Context: an optimization exercise on an open-source flow, tuned for small area. The choices shown serve that exercise and are no tape-out recipe.
At most, simulation tests tie the RTL to the original design; equivalence was not proved.
Power and IR drop assume default switching activity.

before:
==> flow/design.v (excerpt) <==
module synch_fifo #(
    parameter   FIFO_WIDTH = 32,                       
    parameter   FIFO_DEPTH = 16,                       
    parameter   FIFO_PTR = 4                           
) (
    input       clk,                                   
    input       rst_n,                                 
    input       fifo_wren,                             
    input       fifo_rden,                             
    input       [FIFO_WIDTH-1:0] fifo_wrdata,          
    output      [FIFO_WIDTH-1:0] fifo_rddata,          
    output      fifo_full,                             
    output      fifo_empty,                            
    output      [FIFO_PTR:0] fifo_room_avail,          
    output      [FIFO_PTR:0] fifo_data_avail           
);
Size: ~1300 cells after synthesis, roughly 520 flip-flops, roughly 80 I/O pins, roughly 0.017 sq mm of cells after synthesis.
==> flow/config.mk <==
export PLATFORM = sky130hd
export DESIGN_NAME = synch_fifo
export DESIGN_NICKNAME = synch_fifo
export VERILOG_FILES = /design/flow/design.v
export SDC_FILE = /design/flow/constraint.sdc
export NUM_CORES = 4
export LEC_CHECK = 0
export CAP_MARGIN = 0
export CORE_MARGIN = 2
export CORE_UTILIZATION = 60
export SLEW_MARGIN = 0
export SYNTH_HIERARCHICAL = 1
==> flow/constraint.sdc <==
create_clock -name core_clock -period 10.0 [get_ports {clk}]
set_input_delay 2.0000 -clock core_clock [delete_from_list [all_inputs] [get_ports {clk}]]
set_output_delay 2.0000 -clock core_clock [all_outputs]
set_load 0.01 [all_outputs]
standard.sh (not shown) runs the stock make flow with config.mk's settings and CLKGATE_MAP_FILE= SYNTH_SCRIPT=/design/flow/synth_recipe.tcl, a recipe that flattens the netlist after the stock synthesis.
==> flow/flow/run.sh <==
#!/bin/bash
# The standard layout, with smaller port buffers and no CTS dummy loads.
set -euo pipefail
export BUFFER_PORTS_ARGS="-buffer_cell sky130_fd_sc_hd__buf_1"
export CTS_ARGS="-sink_clustering_enable -repair_clock_nets -dont_use_dummy_load -buf_list sky130_fd_sc_hd__clkbuf_2 -sink_clustering_size 6 -sink_clustering_max_diameter 40"
bash standard.sh finish > standard.log 2>&1
before did not stop at any stage, and its layout met the timing, DRC and antenna checks.
For after, these inputs were changed with respect to before:
==> flow/flow/run.sh <==
#!/bin/bash
# The standard layout, with smaller port buffers and no CTS dummy loads.
set -euo pipefail
export BUFFER_PORTS_ARGS="-buffer_cell sky130_fd_sc_hd__buf_1"
export CTS_ARGS="-sink_clustering_enable -repair_clock_nets -dont_use_dummy_load -buf_list sky130_fd_sc_hd__clkbuf_16 -sink_clustering_size 30 -sink_clustering_max_diameter 100"
bash standard.sh finish > standard.log 2>&1
## What came out
Run comparison: after timing endpoint of the critical path fifo_rddata[29]; before timing endpoint of the critical path fifo_rddata[16]
after vs. before: area growth from synthesis to final layout grew by 0.27 points, post-route non-filler standard cell count shrank by about 4%, number of clock buffers in the layout shrank by 74, setup slack of the critical path after layout grew by 350 ps, routed wire length on met3 shrank by 670 um.
In after, the vias after detailed routing came out 407 below the value in before.

========
Setup of exp/sierra:
synch_fifo again, from the RTL that the note above started with.
export LEC_CHECK = 0
export CAP_MARGIN = 0
export CORE_MARGIN = 2
export CORE_UTILIZATION = 60
export SLEW_MARGIN = 0
export SYNTH_HIERARCHICAL = 1
create_clock -name core_clock -period 10.0 [get_ports {clk}]
==> flow/flow/run.sh <==
#!/bin/bash
# The standard layout, with smaller port buffers and no CTS dummy loads.
set -euo pipefail
export BUFFER_PORTS_ARGS="-buffer_cell sky130_fd_sc_hd__buf_1"
export CTS_ARGS="-sink_clustering_enable -repair_clock_nets -dont_use_dummy_load -buf_list sky130_fd_sc_hd__clkbuf_8 -sink_clustering_size 16 -sink_clustering_max_diameter 80"
bash standard.sh finish > standard.log 2>&1
### exp/sierra -> exp/indigo
==> flow/flow/run.sh <==
#!/bin/bash
# The standard layout, with smaller port buffers and no CTS dummy loads.
set -euo pipefail
export BUFFER_PORTS_ARGS="-buffer_cell sky130_fd_sc_hd__buf_1"
export CTS_ARGS="-sink_clustering_enable -repair_clock_nets -dont_use_dummy_load -buf_list {sky130_fd_sc_hd__clkbuf_4 sky130_fd_sc_hd__clkbuf_8 sky130_fd_sc_hd__clkbuf_16} -sink_clustering_size 24 -sink_clustering_max_diameter 80"
bash standard.sh finish > standard.log 2>&1
When exp/indigo is set beside exp/sierra, its number of clock-tree buffers in the layout turns out to be about 34% smaller. Of exp/indigo and exp/sierra, it is exp/indigo that has the higher growth of design area from synthesis to finish. Synthesized cell count: exp/sierra vs exp/indigo identical. Summary of exp/indigo over exp/sierra: sequential cell count of the final layout essentially unchanged, setup slack decreased 0.056 ns.
What exp/xenon does differently from exp/indigo at the input level:
Settings: changing CORE_UTILIZATION from 60 to 75.
==> flow/flow/run.sh <==
#!/bin/bash
# The standard layout, with smaller port buffers and no CTS dummy loads.
set -euo pipefail
export BUFFER_PORTS_ARGS="-buffer_cell sky130_fd_sc_hd__buf_1"
export CTS_ARGS="-sink_clustering_enable -repair_clock_nets -dont_use_dummy_load -buf_list sky130_fd_sc_hd__clkbuf_4 -sink_clustering_size 10 -sink_clustering_max_diameter 50"
bash standard.sh finish > standard.log 2>&1
==> comparison <==
In exp/xenon, met2 global-route usage is higher than in exp/indigo. In the metrics for exp/xenon and exp/indigo, the one carrying the lower layout-stage area growth over the synthesis result is exp/xenon. exp/xenon against exp/indigo: final core utilization increased by 16 points relative to the old numbers; fraction of the cycle the final worst path needs climbed 1.1 points; overall via count from detail_route increased 408. STATUS minimum period implied by the final worst setup slack: exp/xenon loses against exp/indigo. Delta (exp/xenon minus exp/indigo): wire length of the first global-routing pass saw a decrease, total track usage saw an increase, synthesized cell count saw little to no change.

========
Setup of the previous run:
synch_fifo, a different RTL version from the one above (not shown whole).
For scale: roughly 840 cells after synthesis, roughly 520 flip-flops, roughly 80 I/O pins.
clock: 10.0 ns
lec_check: 0
cap_margin: 5
core_margin: 2
core_utilization: 40
slew_margin: 5
synth_hierarchical: 1
==> flow/flow/run.sh <==
#!/bin/bash
# The standard layout, with smaller port buffers and no CTS dummy loads.
set -euo pipefail
export BUFFER_PORTS_ARGS="-buffer_cell sky130_fd_sc_hd__buf_1"
export CTS_ARGS="-sink_clustering_enable -repair_clock_nets -dont_use_dummy_load -buf_list sky130_fd_sc_hd__clkbuf_16 -sink_clustering_size 30 -sink_clustering_max_diameter 100"
bash standard.sh finish > standard.log 2>&1
The previous run finished every stage and its layout cleared the timing, DRC and antenna checks.
Changes in the current run relative to the previous run:
diff --git a/flow/config.mk b/flow/config.mk
--- a/flow/config.mk
+++ b/flow/config.mk
@@ -9,3 +9,3 @@
 export CORE_MARGIN = 2
-export CORE_UTILIZATION = 40
+export CORE_UTILIZATION = 65
 export SLEW_MARGIN = 5
## What came out
Relative to the previous run, fill cell total of the finished layout decreased by 2,033 in the current run. The current run contains more vias than the previous run. The current run finished all stages; the layout is clean. Maximum clock frequency went up slightly going from the previous run to the current run. Compared with the previous run, the current run shows pin count of the biggest net entering global routing higher by 23%. Summary of the current run over the previous run: clock power now smaller, worst-case setup margin in the final layout went up 24 ps.
No run of this note included a check of the RTL's function; only the layout flow was run.

========
The RTL this note starts from:
==> flow/design.v <==
`timescale 1ns / 1ps
module synch_fifo #(
    parameter   FIFO_WIDTH = 32,                       
    parameter   FIFO_DEPTH = 16,                       
    parameter   FIFO_PTR = 4                           
) (
    input       clk,                                   
    input       rst_n,                                 
    input       fifo_wren,                             
    input       fifo_rden,                             
    input       [FIFO_WIDTH-1:0] fifo_wrdata,          
    output      [FIFO_WIDTH-1:0] fifo_rddata,          
    output      fifo_full,                             
    output      fifo_empty,                            
    output      [FIFO_PTR:0] fifo_room_avail,          
    output      [FIFO_PTR:0] fifo_data_avail           
);
reg [FIFO_WIDTH-1:0] mem [0:FIFO_DEPTH-1];       
reg [FIFO_PTR-1:0] count;                        
wire shift, shift_n;                             
wire [FIFO_PTR-1:0] count_nxt;
fifo_ctl u_ctl (
    .wren(fifo_wren), .rden(fifo_rden), .count(count), .count_nxt(count_nxt),
    .full(fifo_full), .empty(fifo_empty), .room(fifo_room_avail), .shift(shift),
    .shift_n(shift_n)
);
assign fifo_data_avail = {1'b0, count};
reg phase;
always @(posedge clk or negedge rst_n) begin
    if (!rst_n)
        phase <= 1'b0;
    else
        phase <= !phase;
end
wire [FIFO_WIDTH-1:0] wr_enc;                    
wire [FIFO_WIDTH-1:0] rd_enc;                    
wire [FIFO_WIDTH-1:0] mem_d [0:FIFO_DEPTH-1];
genvar p, q;
generate
    for (q = 0; q < FIFO_WIDTH; q = q + 1) begin : g_io
        fifo_xor2 u_wr (.a(fifo_wrdata[q]), .b(phase), .y(wr_enc[q]));
        fifo_xor2 u_rd (.a(rd_enc[q]), .b(phase), .y(fifo_rddata[q]));
    end
    for (p = 0; p < FIFO_DEPTH; p = p + 1) begin : g_place
        wire [FIFO_WIDTH-1:0] a = (p == 0) ? wr_enc : mem[p == 0 ? 0 : p-1];
        for (q = 0; q < FIFO_WIDTH; q = q + 1) begin : g_bit
            fifo_hold u_hold (.a(a[q]), .q(mem[p][q]), .s(shift), .sn(shift_n), .y(mem_d[p][q]));
        end
    end
endgenerate
integer i;
always @(posedge clk) begin
    for (i = 0; i < FIFO_DEPTH; i = i + 1)
        mem[i] <= mem_d[i];
end
always @(posedge clk or negedge rst_n) begin
    if (!rst_n)
        count <= 0;
    else
        count <= count_nxt;
end
wire [FIFO_DEPTH-1:0] sel;
fifo_dec u_dec (.a(count), .y(sel));
genvar b, w;
generate
    for (b = 0; b < FIFO_WIDTH; b = b + 1) begin : g_bit
        wire [FIFO_DEPTH-1:0] col;
        for (w = 0; w < FIFO_DEPTH; w = w + 1) begin : g_word
            assign col[w] = mem[w][b];
        end
        wire [5:0] y;
        for (w = 0; w < 5; w = w + 1) begin : g_grp
            fifo_aoi222 u_aoi (.a(col[3*w+2:3*w]), .s(sel[3*w+2:3*w]), .y(y[w]));
        end
        fifo_nand2 u_last (.a(col[15]), .b(sel[15]), .y(y[5]));
        fifo_nand6 u_out (.a(y), .y(rd_enc[b]));
    end
endgenerate
endmodule
module fifo_ctl (
    input        wren,
    input        rden,
    input  [3:0] count,
    output [3:0] count_nxt,
    output       full,
    output       empty,
    output [4:0] room,
    output       shift,
    output       shift_n
);
wire o1 = count[0] | count[1];
wire o2 = o1 | count[2];
wire a1 = count[0] & count[1];
wire a2 = a1 & count[2];
assign full = a2 & count[3];
assign empty = ~(o2 | count[3]);
assign room = {empty, count[3] ^ o2, count[2] ^ o1, count[1] ^ count[0], count[0]};
assign shift = wren & ~full;
assign shift_n = ~(wren & ~full);
wire en = (wren ^ rden) & (wren ? ~full : ~empty);
wire [3:0] tog = {en & (wren ? a2 : ~o2), en & (wren ? a1 : ~o1), en & ~(wren ^ count[0]), en};
assign count_nxt = count ^ tog;
endmodule
module fifo_hold (
    input  a,
    input  q,
    input  s,
    input  sn,
    output y
);
assign y = ~((a | sn) & (q | s));
endmodule
module fifo_xor2 (
    input  a,
    input  b,
    output y
);
assign y = a ^ b;
endmodule
module fifo_dec (
    input  [3:0] a,
    output [15:0] y
);
wire [3:0] lo_n, hi_n;
fifo_dec2n u_lo (.a(a[1:0]), .y_n(lo_n));
fifo_dec2n u_hi (.a(a[3:2]), .y_n(hi_n));
genvar k;
generate
    for (k = 0; k < 16; k = k + 1) begin : g_sel
        fifo_nor2 u_nor (.a(lo_n[k%4]), .b(hi_n[k/4]), .y(y[k]));
    end
endgenerate
endmodule
module fifo_dec2n (
    input  [1:0] a,
    output [3:0] y_n
);
assign y_n = ~(4'd1 << a);
endmodule
module fifo_nor2 (
    input  a,
    input  b,
    output y
);
assign y = ~(a | b);
endmodule
module fifo_aoi222 (
    input  [2:0] a,
    input  [2:0] s,
    output y
);
assign y = ~|(a & s);
endmodule
module fifo_nand2 (
    input  a,
    input  b,
    output y
);
assign y = ~(a & b);
endmodule
module fifo_nand6 (
    input  [5:0] a,
    output y
);
assign y = ~&a;
endmodule
Settings: LEC_CHECK=0, CAP_MARGIN=0, CORE_MARGIN=2, CORE_UTILIZATION=75, SLEW_MARGIN=0, SYNTH_HIERARCHICAL=1; clock period 10.0 ns.
==> flow/flow/run.sh <==
#!/bin/bash
# The standard layout, with smaller port buffers and no CTS dummy loads.
set -euo pipefail
export BUFFER_PORTS_ARGS="-buffer_cell sky130_fd_sc_hd__buf_1"
export CTS_ARGS="-sink_clustering_enable -repair_clock_nets -dont_use_dummy_load -buf_list sky130_fd_sc_hd__clkbuf_8 -sink_clustering_size 20 -sink_clustering_max_diameter 60"
bash standard.sh finish > standard.log 2>&1
==> next run, changes <==
==> flow/flow/run.sh (replaced) <==
#!/bin/bash
# The standard layout, with smaller port buffers and no CTS dummy loads.
set -euo pipefail
export BUFFER_PORTS_ARGS="-buffer_cell sky130_fd_sc_hd__buf_1"
export CTS_ARGS="-sink_clustering_enable -repair_clock_nets -dont_use_dummy_load -buf_list sky130_fd_sc_hd__clkbuf_4 -sink_clustering_size 10 -sink_clustering_max_diameter 50"
bash standard.sh finish > standard.log 2>&1
Outcome:
- The changed run produced a clean layout
- global-route usage is higher by 0.46 points
- first-iteration DRC count drops by 6.0%
- count of clock-buffer cells in the layout rises by 26
- core utilization stays flat
- power hardly moves
- design area hardly moves
- die area stays the same
- sequential power barely changes
- setup slack got worse by 0.16 ns
- non-clock buffer count is unchanged
- sequential share of layout area hardly moves
==> next run, changes <==
- CORE_UTILIZATION: 75 -> 60
After rerunning: The changed run completed without violations. Sequential cell count stays the same. Setup slack improves by 0.17 ns. Count of clock-buffer cells in the layout increases by 1. Hold slack degrades by 0.029 ns. Cell count increases by a few percent. Total power decreases slightly.

## separate check: timing with driven ports
In the flow no input, the clock included, has a driving cell. The finished layouts below were timed again as built, in two steps. Step 1 assumes that a clkbuf_16 drives the clock port and a buf_2 every other input. Step 2 also shifts input and output timing later by t, the mid clock arrival at the registers, as if the neighbouring blocks saw the same clock. Three values: ideal, step 1, step 2; two values: the first two.
run	shift t [ns]	setup slack, ns	worst setup path after step 2	latest minus earliest clock arrival (ns)
before	0.926	4.326 / 4.278 / 4.792	input to register	0.141 / 0.142
after	0.569	4.674 / 4.622 / 4.906	input to register	0.061 / 0.062
exp/sierra	0.589	4.767 / 4.714 / 4.845	input to register	0.060 / 0.060
exp/indigo	0.587	4.711 / 4.661 / 4.836	input to register	0.027 / 0.028
exp/xenon	0.741	4.602 / 4.554 / 5.042	input to register	0.076 / 0.076
the previous run	0.586	4.753 / 4.704 / 5.290	register to output	0.064 / 0.064
the current run	0.563	4.777 / 4.725 / 5.288	register to output	0.066 / 0.066
the first run of note 4	0.647	4.358 / 4.314 / 4.648	input to register	0.036 / 0.036
the second run of note 4	0.768	4.198 / 4.155 / 4.615	input to register	0.037 / 0.037
the third run of note 4	0.758	4.366 / 4.321 / 4.913	input to register	0.054 / 0.055
After both steps setup and hold are still met in every run listed.
